From an optimization exercise on the open Yosys and OpenROAD flow, aimed at small area; shortcuts taken in it are not production practice. RTL that was checked went through simulation tests only; none was proved equivalent to the original.

// complex_sinusoid_ddfs
module complex_sinusoid_ddfs#(parameter ROM_DEPTH = 2048, ROM_WIDTH = 16)
(
        input wire                           i_clk,
        input wire                           i_rst,
        input wire        [31:0]             i_freq_control,
        input wire        [1:0]              i_invert_out,
        output reg signed [ROM_WIDTH-1:0]    o_real,
        output reg signed [ROM_WIDTH-1:0]    o_imag
);
    reg  [31:0] accumulator;
    wire [31:0] acc_s0, acc_c;
    ddfs_ha u_acc0 (.a(accumulator[0]), .b(i_freq_control[0]), .s(acc_s0[0]), .co(acc_c[0]));
    ddfs_fa u_acc1 (.a(accumulator[1]), .b(i_freq_control[1]), .c(acc_c[0]), .s(acc_s0[1]), .co(acc_c[1]));
    ddfs_fa u_acc2 (.a(accumulator[2]), .b(i_freq_control[2]), .c(acc_c[1]), .s(acc_s0[2]), .co(acc_c[2]));
    ddfs_fa u_acc3 (.a(accumulator[3]), .b(i_freq_control[3]), .c(acc_c[2]), .s(acc_s0[3]), .co(acc_c[3]));
    ddfs_fa u_acc4 (.a(accumulator[4]), .b(i_freq_control[4]), .c(acc_c[3]), .s(acc_s0[4]), .co(acc_c[4]));
    ddfs_fa u_acc5 (.a(accumulator[5]), .b(i_freq_control[5]), .c(acc_c[4]), .s(acc_s0[5]), .co(acc_c[5]));
    ddfs_fa u_acc6 (.a(accumulator[6]), .b(i_freq_control[6]), .c(acc_c[5]), .s(acc_s0[6]), .co(acc_c[6]));
    ddfs_fa u_acc7 (.a(accumulator[7]), .b(i_freq_control[7]), .c(acc_c[6]), .s(acc_s0[7]), .co(acc_c[7]));
    ddfs_fa u_acc8 (.a(accumulator[8]), .b(i_freq_control[8]), .c(acc_c[7]), .s(acc_s0[8]), .co(acc_c[8]));
    ddfs_fa u_acc9 (.a(accumulator[9]), .b(i_freq_control[9]), .c(acc_c[8]), .s(acc_s0[9]), .co(acc_c[9]));
  ...
==> flow/config.mk <==
export PLATFORM = sky130hd
export DESIGN_NAME = complex_sinusoid_ddfs
export DESIGN_NICKNAME = complex_sinusoid_ddfs
export VERILOG_FILES = /design/flow/design.v
export SDC_FILE = /design/flow/constraint.sdc
export NUM_CORES = 4
export LEC_CHECK = 0
export ABC_AREA = 1
export CAP_MARGIN = 20
export CORE_MARGIN = 2
export CORE_UTILIZATION = 40
export CTS_BUF_LIST = sky130_fd_sc_hd__clkbuf_8
export GPL_TIMING_DRIVEN = 0
export PLACE_DENSITY = 0.6
export SLEW_MARGIN = 20
export SYNTH_HIERARCHICAL = 1
==> flow/constraint.sdc <==
create_clock -name core_clock -period 10.0 [get_ports {i_clk}]
set_input_delay 2.0000 -clock core_clock [delete_from_list [all_inputs] [get_ports {i_clk}]]
set_output_delay 2.0000 -clock core_clock [all_outputs]
set_load 0.01 [all_outputs]
standard.sh (not shown) runs the stock make flow with config.mk's settings and CLKGATE_MAP_FILE= SYNTH_SCRIPT=/design/flow/synth_recipe.tcl, a recipe that flattens the netlist after the stock synthesis.
==> flow/flow/run.sh <==
#!/bin/bash
# Layout flow: the standard flow (standard.sh, the ORFS make targets up to
# finish) with two changes:
#  - synthesis runs flow/synth.tcl, which sources synth_recipe.tcl unchanged but
#    maps the coefficient tables (module ddfs_rom) with flow/rom_abc.script;
#  - the port buffers are sky130_fd_sc_hd__buf_1 cells.
# make's full output goes to flow_make.log here; ORFS keeps each step's log
# under orfs/logs.
set -euo pipefail
export FLOW_SYNTH_TCL=$PWD/synth_recipe.tcl
export ROM_ABC_SCRIPT=$PWD/flow/rom_abc.script
bash standard.sh "SYNTH_SCRIPT=$PWD/flow/synth.tcl" "BUFFER_PORTS_ARGS=-buffer_cell sky130_fd_sc_hd__buf_1" finish > flow_make.log 2>&1
==> flow/flow/rom_abc.script <==
strash
dch
map -a
topo
stime -c
buffer -c
upsize -c
dnsize -c
==> flow/flow/synth.tcl <==
# The standard flow's own synthesis script (synth_recipe.tcl, sourced unchanged), except
# that ABC maps the coefficient tables (module ddfs_rom) with an
# area-oriented script; every other module is mapped as synth_recipe.tcl does.
proc abc {args} {
  set i [lsearch -exact $args -script]
  set rom_args $args
  lset rom_args [expr { $i + 1 }] $::env(ROM_ABC_SCRIPT)
  yosys abc {*}$rom_args ddfs_rom
  yosys abc {*}$args
}
source $::env(FLOW_SYNTH_TCL)
Then changed:
==> flow/flow/run.sh (replaced) <==
#!/bin/bash
# Layout flow: the standard flow (standard.sh, the ORFS make targets up to
# finish) unchanged, except that the port buffers buffer_ports inserts are
# sky130_fd_sc_hd__buf_1 cells. make's full output goes to flow_make.log here;
# ORFS keeps each step's log under orfs/logs.
set -euo pipefail
bash standard.sh "BUFFER_PORTS_ARGS=-buffer_cell sky130_fd_sc_hd__buf_1" finish > flow_make.log 2>&1
removed: flow/flow/rom_abc.script
removed: flow/flow/synth.tcl
After rerunning: The new run went through all stages and came out clean; sequential share of layout area drops by 0.14 points; cell area rose slightly; routed wire length came out lower slightly; core utilization falls by 0.51 points; setup slack gains 0.10 ns; final cell count increases by a few percent; die area increases by a few percent; critical path depth grows by 4.
Then changed:
==> flow/flow/run.sh (replaced) <==
#!/bin/bash
# Layout flow: the standard flow (standard.sh, the ORFS make targets up to
# finish) with two changes:
#  - synthesis runs flow/synth.tcl, which sources synth_recipe.tcl unchanged but
#    has ABC map with flow/abc.script;
#  - the port buffers are sky130_fd_sc_hd__buf_1 cells.
# make's full output goes to flow_make.log here; ORFS keeps each step's log
# under orfs/logs.
set -euo pipefail
export FLOW_SYNTH_TCL=$PWD/synth_recipe.tcl
export CUSTOM_ABC_SCRIPT=$PWD/flow/abc.script
bash standard.sh "SYNTH_SCRIPT=$PWD/flow/synth.tcl" "BUFFER_PORTS_ARGS=-buffer_cell sky130_fd_sc_hd__buf_1" finish > flow_make.log 2>&1
==> flow/flow/abc.script (new file) <==
strash
dch
map -a
==> flow/flow/synth.tcl (new file) <==
# The standard flow's own synthesis script (synth_recipe.tcl, sourced unchanged), except
# that ABC maps every module with flow/abc.script (area-oriented) instead of
# ORFS's abc_area.script.
proc abc {args} {
  set i [lsearch -exact $args -script]
  lset args [expr { $i + 1 }] $::env(CUSTOM_ABC_SCRIPT)
  yosys abc {*}$args
}
source $::env(FLOW_SYNTH_TCL)
Effect:
- The changed run went through all stages and came out clean
- via count came out lower by 7.8%
- global-route usage came out lower by 0.55 points
- design area goes down by 4.1%

* * *

v9:
Another version of the RTL of complex_sinusoid_ddfs (not shown whole).
Size in the first run: about 1600 cells after synthesis, ~68 I/O pins, ~12000 um^2 of cells after synthesis.
clock: 10.0 ns
lec_check: 0
abc_area: 1
cap_margin: 20
core_margin: 2
core_utilization: 40
cts_buf_list: sky130_fd_sc_hd__clkbuf_8
gpl_timing_driven: 0
place_density: 0.6
slew_margin: 20
synth_hierarchical: 1
==> flow/flow/run.sh <==
#!/bin/bash
# Layout flow: the standard flow (standard.sh, the ORFS make targets up to
# finish) with these changes:
#  - synthesis runs flow/synth.tcl, which sources synth_recipe.tcl unchanged but
#    has ABC map with flow/abc.script (area-oriented);
#  - the port buffers are sky130_fd_sc_hd__buf_1 cells;
#  - clock tree synthesis uses clkbuf_8 buffers and no dummy loads.
# make's full output goes to flow_make.log here; ORFS keeps each step's log
# under orfs/logs.
set -euo pipefail
export FLOW_SYNTH_TCL=$PWD/synth_recipe.tcl
export CUSTOM_ABC_SCRIPT=$PWD/flow/abc.script
bash standard.sh "SYNTH_SCRIPT=$PWD/flow/synth.tcl" \
  "BUFFER_PORTS_ARGS=-buffer_cell sky130_fd_sc_hd__buf_1" \
  "CTS_ARGS=-sink_clustering_enable -repair_clock_nets -buf_list sky130_fd_sc_hd__clkbuf_8 -dont_use_dummy_load" \
  finish > flow_make.log 2>&1
==> flow/flow/abc.script <==
strash
dch
map -a
==> flow/flow/synth.tcl <==
# The standard flow's own synthesis script (synth_recipe.tcl, sourced unchanged), except
# that ABC maps every module with flow/abc.script (area-oriented) instead of
# ORFS's abc_area.script.
proc abc {args} {
  set i [lsearch -exact $args -script]
  lset args [expr { $i + 1 }] $::env(CUSTOM_ABC_SCRIPT)
  yosys abc {*}$args
}
source $::env(FLOW_SYNTH_TCL)
## Diff of input files: v54 against v9
==> flow/run.sh (new file) <==
#!/bin/bash
# synth_recipe.tcl (not shown) runs the flow's synth.tcl, then flattens the netlist and writes it again
# the make line also repeats each setting of config.mk as NAME=value (left out here)
make -C /OpenROAD-flow-scripts/flow DESIGN_CONFIG=/design/flow/config.mk WORK_HOME=/design/flow/orfs CLKGATE_MAP_FILE= SYNTH_SCRIPT=/design/flow/synth_recipe.tcl finish
removed: flow/flow/run.sh
removed: flow/flow/abc.script
removed: flow/flow/synth.tcl
removed: flow/standard.sh
Notes after the runs:
Going from v9 to v54, DRC marker count from the first detailed-route iteration climbed 178; period utilization down 2.1 points; post-route worst hold slack went down by 0.069 ns; via count shows an increase of about 14%. Having completed the whole flow, v54 delivered a layout that passed the timing, design-rule and antenna checks. Detailed-route wire length (lower): v9. Number of flip-flops and latches: v54 vs v9 identical.
The following lists how v59 was set up differently from v54:
==> flow/flow/run.sh (new file) <==
#!/bin/bash
# Layout flow: the standard flow (standard.sh, the ORFS make targets up to
# finish) with these changes:
#  - synthesis runs flow/synth.tcl, which sources synth_recipe.tcl unchanged but
#    has ABC map with flow/abc.script (area-oriented);
#  - the port buffers are sky130_fd_sc_hd__buf_1 cells;
#  - clock tree synthesis uses clkbuf_8 buffers and no dummy loads.
# make's full output goes to flow_make.log here; ORFS keeps each step's log
# under orfs/logs.
set -euo pipefail
export FLOW_SYNTH_TCL=$PWD/synth_recipe.tcl
export CUSTOM_ABC_SCRIPT=$PWD/flow/abc.script
bash standard.sh "SYNTH_SCRIPT=$PWD/flow/synth.tcl" \
  "BUFFER_PORTS_ARGS=-buffer_cell sky130_fd_sc_hd__buf_1" \
  "CTS_ARGS=-sink_clustering_enable -repair_clock_nets -buf_list sky130_fd_sc_hd__clkbuf_8 -dont_use_dummy_load" \
  finish > flow_make.log 2>&1
==> flow/flow/abc.script (new file) <==
strash
ifraig
dc2
dch -f
map -a
==> flow/flow/synth.tcl (new file) <==
# The standard flow's own synthesis script (synth_recipe.tcl, sourced unchanged), except
# that ABC maps every module with flow/abc.script (area-oriented) instead of
# ORFS's abc_area.script.
proc abc {args} {
  set i [lsearch -exact $args -script]
  lset args [expr { $i + 1 }] $::env(CUSTOM_ABC_SCRIPT)
  yosys abc {*}$args
}
source $::env(FLOW_SYNTH_TCL)
==> flow/standard.sh (new file) <==
#!/bin/bash
# synth_recipe.tcl (not shown) runs the flow's synth.tcl, then flattens the netlist and writes it again
# the make line also repeats each setting of config.mk as NAME=value (left out here)
make -C /OpenROAD-flow-scripts/flow DESIGN_CONFIG=/design/flow/config.mk WORK_HOME=/design/flow/orfs CLKGATE_MAP_FILE= SYNTH_SCRIPT=/design/flow/synth_recipe.tcl "${@:-finish}"
removed: flow/run.sh
### Flow results
- Delta(fraction of area in non-clock buffers, v59 - v54) < 0
- v54 vs v59, critical-path cell with the highest stage delay: sky130_fd_sc_hd__dfxtp_1 vs sky130_fd_sc_hd__dfxtp_2
- Slack of the worst reg-to-reg path (higher): v54

* * *

Setup of lane 1:
complex_sinusoid_ddfs, a different RTL version from the one above (not shown whole).
For scale: ~2,100 cells after synthesis, ~64 flip-flops, roughly 68 I/O pins, ~14,000 um^2 of cells after synthesis.
Settings: LEC_CHECK=0, ABC_AREA=1, CAP_MARGIN=20, CORE_MARGIN=2, CORE_UTILIZATION=40, CTS_BUF_LIST=sky130_fd_sc_hd__clkbuf_4, GPL_TIMING_DRIVEN=0, PLACE_DENSITY=0.6, SLEW_MARGIN=20, SYNTH_HIERARCHICAL=1; clock period 10.0 ns.
run.sh (not shown) runs the stock make flow with config.mk's settings and CLKGATE_MAP_FILE= SYNTH_SCRIPT=/design/flow/synth_recipe.tcl, a recipe that flattens the netlist after the stock synthesis.
Stock flow here: none of the scripts above is used.
#### Input delta (lane 2 over lane 1)
Settings: CTS_BUF_LIST removed (was sky130_fd_sc_hd__clkbuf_4).
--- outcome ---
- Setup slack: lane 1 vs lane 2 — no meaningful difference
- Final area: higher on lane 2
- Min critical path depth across lane 2 and lane 1: lane 2
- | portion of the clock cycle consumed by the worst path in the final layout | lane 2 vs lane 1 | ≈ equal |
No functional check of the RTL was part of any run of this note.

* * *

Setup of job 5754:
RTL: one of the versions met above, not the one the previous note started from.
For scale: ~2,000 cells after synthesis, about 64 flip-flops, ~68 I/O pins.
export LEC_CHECK = 0
export ABC_AREA = 1
export CAP_MARGIN = 20
export CORE_MARGIN = 2
export CORE_UTILIZATION = 40
export CTS_BUF_LIST = sky130_fd_sc_hd__clkbuf_8
export GPL_TIMING_DRIVEN = 0
export PLACE_DENSITY = 0.6
export SLEW_MARGIN = 20
export SYNTH_HIERARCHICAL = 1
create_clock -name core_clock -period 10.0 [get_ports {i_clk}]
What job 2912 does differently from job 5754 at the input level:
==> flow/flow/run.sh (new file) <==
#!/bin/bash
# Layout flow: the standard flow (standard.sh, the ORFS make targets up to
# finish) with two changes:
#  - synthesis runs flow/synth.tcl, which sources synth_recipe.tcl unchanged but
#    has ABC map with flow/abc.script;
#  - the port buffers are sky130_fd_sc_hd__buf_1 cells.
# make's full output goes to flow_make.log here; ORFS keeps each step's log
# under orfs/logs.
set -euo pipefail
export FLOW_SYNTH_TCL=$PWD/synth_recipe.tcl
export CUSTOM_ABC_SCRIPT=$PWD/flow/abc.script
bash standard.sh "SYNTH_SCRIPT=$PWD/flow/synth.tcl" "BUFFER_PORTS_ARGS=-buffer_cell sky130_fd_sc_hd__buf_1" finish > flow_make.log 2>&1
==> flow/flow/abc.script (new file) <==
strash
dch
map -a
topo
stime -c
buffer -c
upsize -c
dnsize -c
==> flow/flow/synth.tcl (new file) <==
# The standard flow's own synthesis script (synth_recipe.tcl, sourced unchanged), except
# that ABC maps every module with flow/abc.script (area-oriented) instead of
# ORFS's abc_area.script.
proc abc {args} {
  set i [lsearch -exact $args -script]
  lset args [expr { $i + 1 }] $::env(CUSTOM_ABC_SCRIPT)
  yosys abc {*}$args
}
source $::env(FLOW_SYNTH_TCL)
==> flow/standard.sh (new file) <==
#!/bin/bash
# synth_recipe.tcl (not shown) runs the flow's synth.tcl, then flattens the netlist and writes it again
# the make line also repeats each setting of config.mk as NAME=value (left out here)
make -C /OpenROAD-flow-scripts/flow DESIGN_CONFIG=/design/flow/config.mk WORK_HOME=/design/flow/orfs CLKGATE_MAP_FILE= SYNTH_SCRIPT=/design/flow/synth_recipe.tcl "${@:-finish}"
removed: flow/run.sh
## What came out
Cell area in job 2912 is 960 µm² below job 5754. Job 5754 → job 2912: non-clock buffer count shows a reduction of 2.8%, first-pass GRT wire length shows a reduction of 2800 µm, fraction of standard cell area in multi-input logic shows an increase of 2.1 points.
Edits applied to the flow inputs when going from job 2912 to job 741:
--- a/flow/flow/run.sh
+++ b/flow/flow/run.sh
@@ -5 +5 @@
-#    has ABC map with flow/abc.script;
+#    maps the coefficient tables (module ddfs_rom) with flow/rom_abc.script;
@@ -11 +11 @@
-export CUSTOM_ABC_SCRIPT=$PWD/flow/abc.script
+export ROM_ABC_SCRIPT=$PWD/flow/rom_abc.script
==> flow/flow/rom_abc.script (new file) <==
strash
dch
map -a
==> flow/flow/synth.tcl <==
# The standard flow's own synthesis script (synth_recipe.tcl, sourced unchanged), except
# that ABC maps the coefficient tables (module ddfs_rom) with an
# area-oriented script; every other module is mapped as synth_recipe.tcl does.
proc abc {args} {
  set i [lsearch -exact $args -script]
  set rom_args $args
  lset rom_args [expr { $i + 1 }] $::env(ROM_ABC_SCRIPT)
  yosys abc {*}$rom_args ddfs_rom
  yosys abc {*}$args
}
source $::env(FLOW_SYNTH_TCL)
removed: flow/flow/abc.script
Findings:
- NOTE: post-cts repair resize count in job 741 exceeds that of job 2912
- First-pass GRT wire length, job 741 and job 2912: higher on job 2912
- Looking at worst setup slack, job 741 sits 0.13 ns lower than job 2912 does.
- Met3 routed wirelength: job 741 and job 2912 compared, higher one is job 2912
- Pin slew with the least headroom to its limit up 0.014 ns in job 741 wrt job 2912
- Job 741 -> job 2912: sequential share of layout area flat
- From job 2912 to job 741 the numbers moved as follows: final critical-path share of the clock period shows an increase of 1.3 points; routed wire length shows a reduction of 8.7%; peak clock frequency supported by timing shows a reduction of 1.4 MHz.
- Met1 usage, job 741 and job 2912: higher on job 2912

## afterwards: timing with drivers on the ports
The results above use ideal ports. As a check the final layouts listed here were re-extracted and re-timed, cells and wires unchanged.
Step 1 (the two cells are an assumption about what drives the block):
set clk [get_ports {i_clk}]
set_driving_cell -lib_cell sky130_fd_sc_hd__clkbuf_16 $clk
set_driving_cell -lib_cell sky130_fd_sc_hd__buf_2 [delete_from_list [all_inputs] $clk]
Step 2, shift: input delay + t, output delay - t, t = (earliest + latest rising clock arrival at the registers) / 2. This alone moves slack from input paths to output paths.
Slacks: ideal / step 1 / step 2; pairs: ideal / step 1.
| run | shift t [ns] | setup WS [ns] | clock arrival spread, ns | slew at the worst register clock pin (ns) |
|---|---|---|---|---|
| the first run of note 1 | 0.454 | 0.284 / 0.284 / 0.284 | 0.033 / 0.033 | 0.11 / 0.11 |
| the second run of note 1 | 0.418 | 0.384 / 0.384 / 0.384 | 0.017 / 0.016 | 0.10 / 0.10 |
| the third run of note 1 | 0.447 | 0.415 / 0.415 / 0.103 | 0.032 / 0.032 | 0.12 / 0.12 |
| v9 | 0.379 | 0.367 / 0.367 / 0.367 | 0.032 / 0.031 | 0.08 / 0.08 |
| v54 | 0.408 | 0.578 / 0.578 / 0.532 | 0.014 / 0.014 | 0.08 / 0.08 |
| v59 | 0.379 | 0.448 / 0.448 / 0.448 | 0.022 / 0.022 | 0.08 / 0.08 |
| lane 1 | 0.435 | 0.383 / 0.383 / 0.383 | 0.017 / 0.017 | 0.12 / 0.12 |
| lane 2 | 0.361 | 0.383 / 0.383 / 0.383 | 0.007 / 0.006 | 0.06 / 0.06 |
| job 5754 | 0.412 | 0.284 / 0.284 / 0.284 | 0.015 / 0.014 | 0.09 / 0.09 |
| job 2912 | 0.427 | 0.430 / 0.430 / 0.146 | 0.014 / 0.015 | 0.09 / 0.09 |
| job 741 | 0.445 | 0.303 / 0.303 / 0.303 | 0.014 / 0.015 | 0.09 / 0.09 |
After both steps setup and hold are still met in every run listed. For the third run of note 1, which loses most, drivers alone change the setup slack by 0.000 ns; drivers and shift together by -0.312 ns.
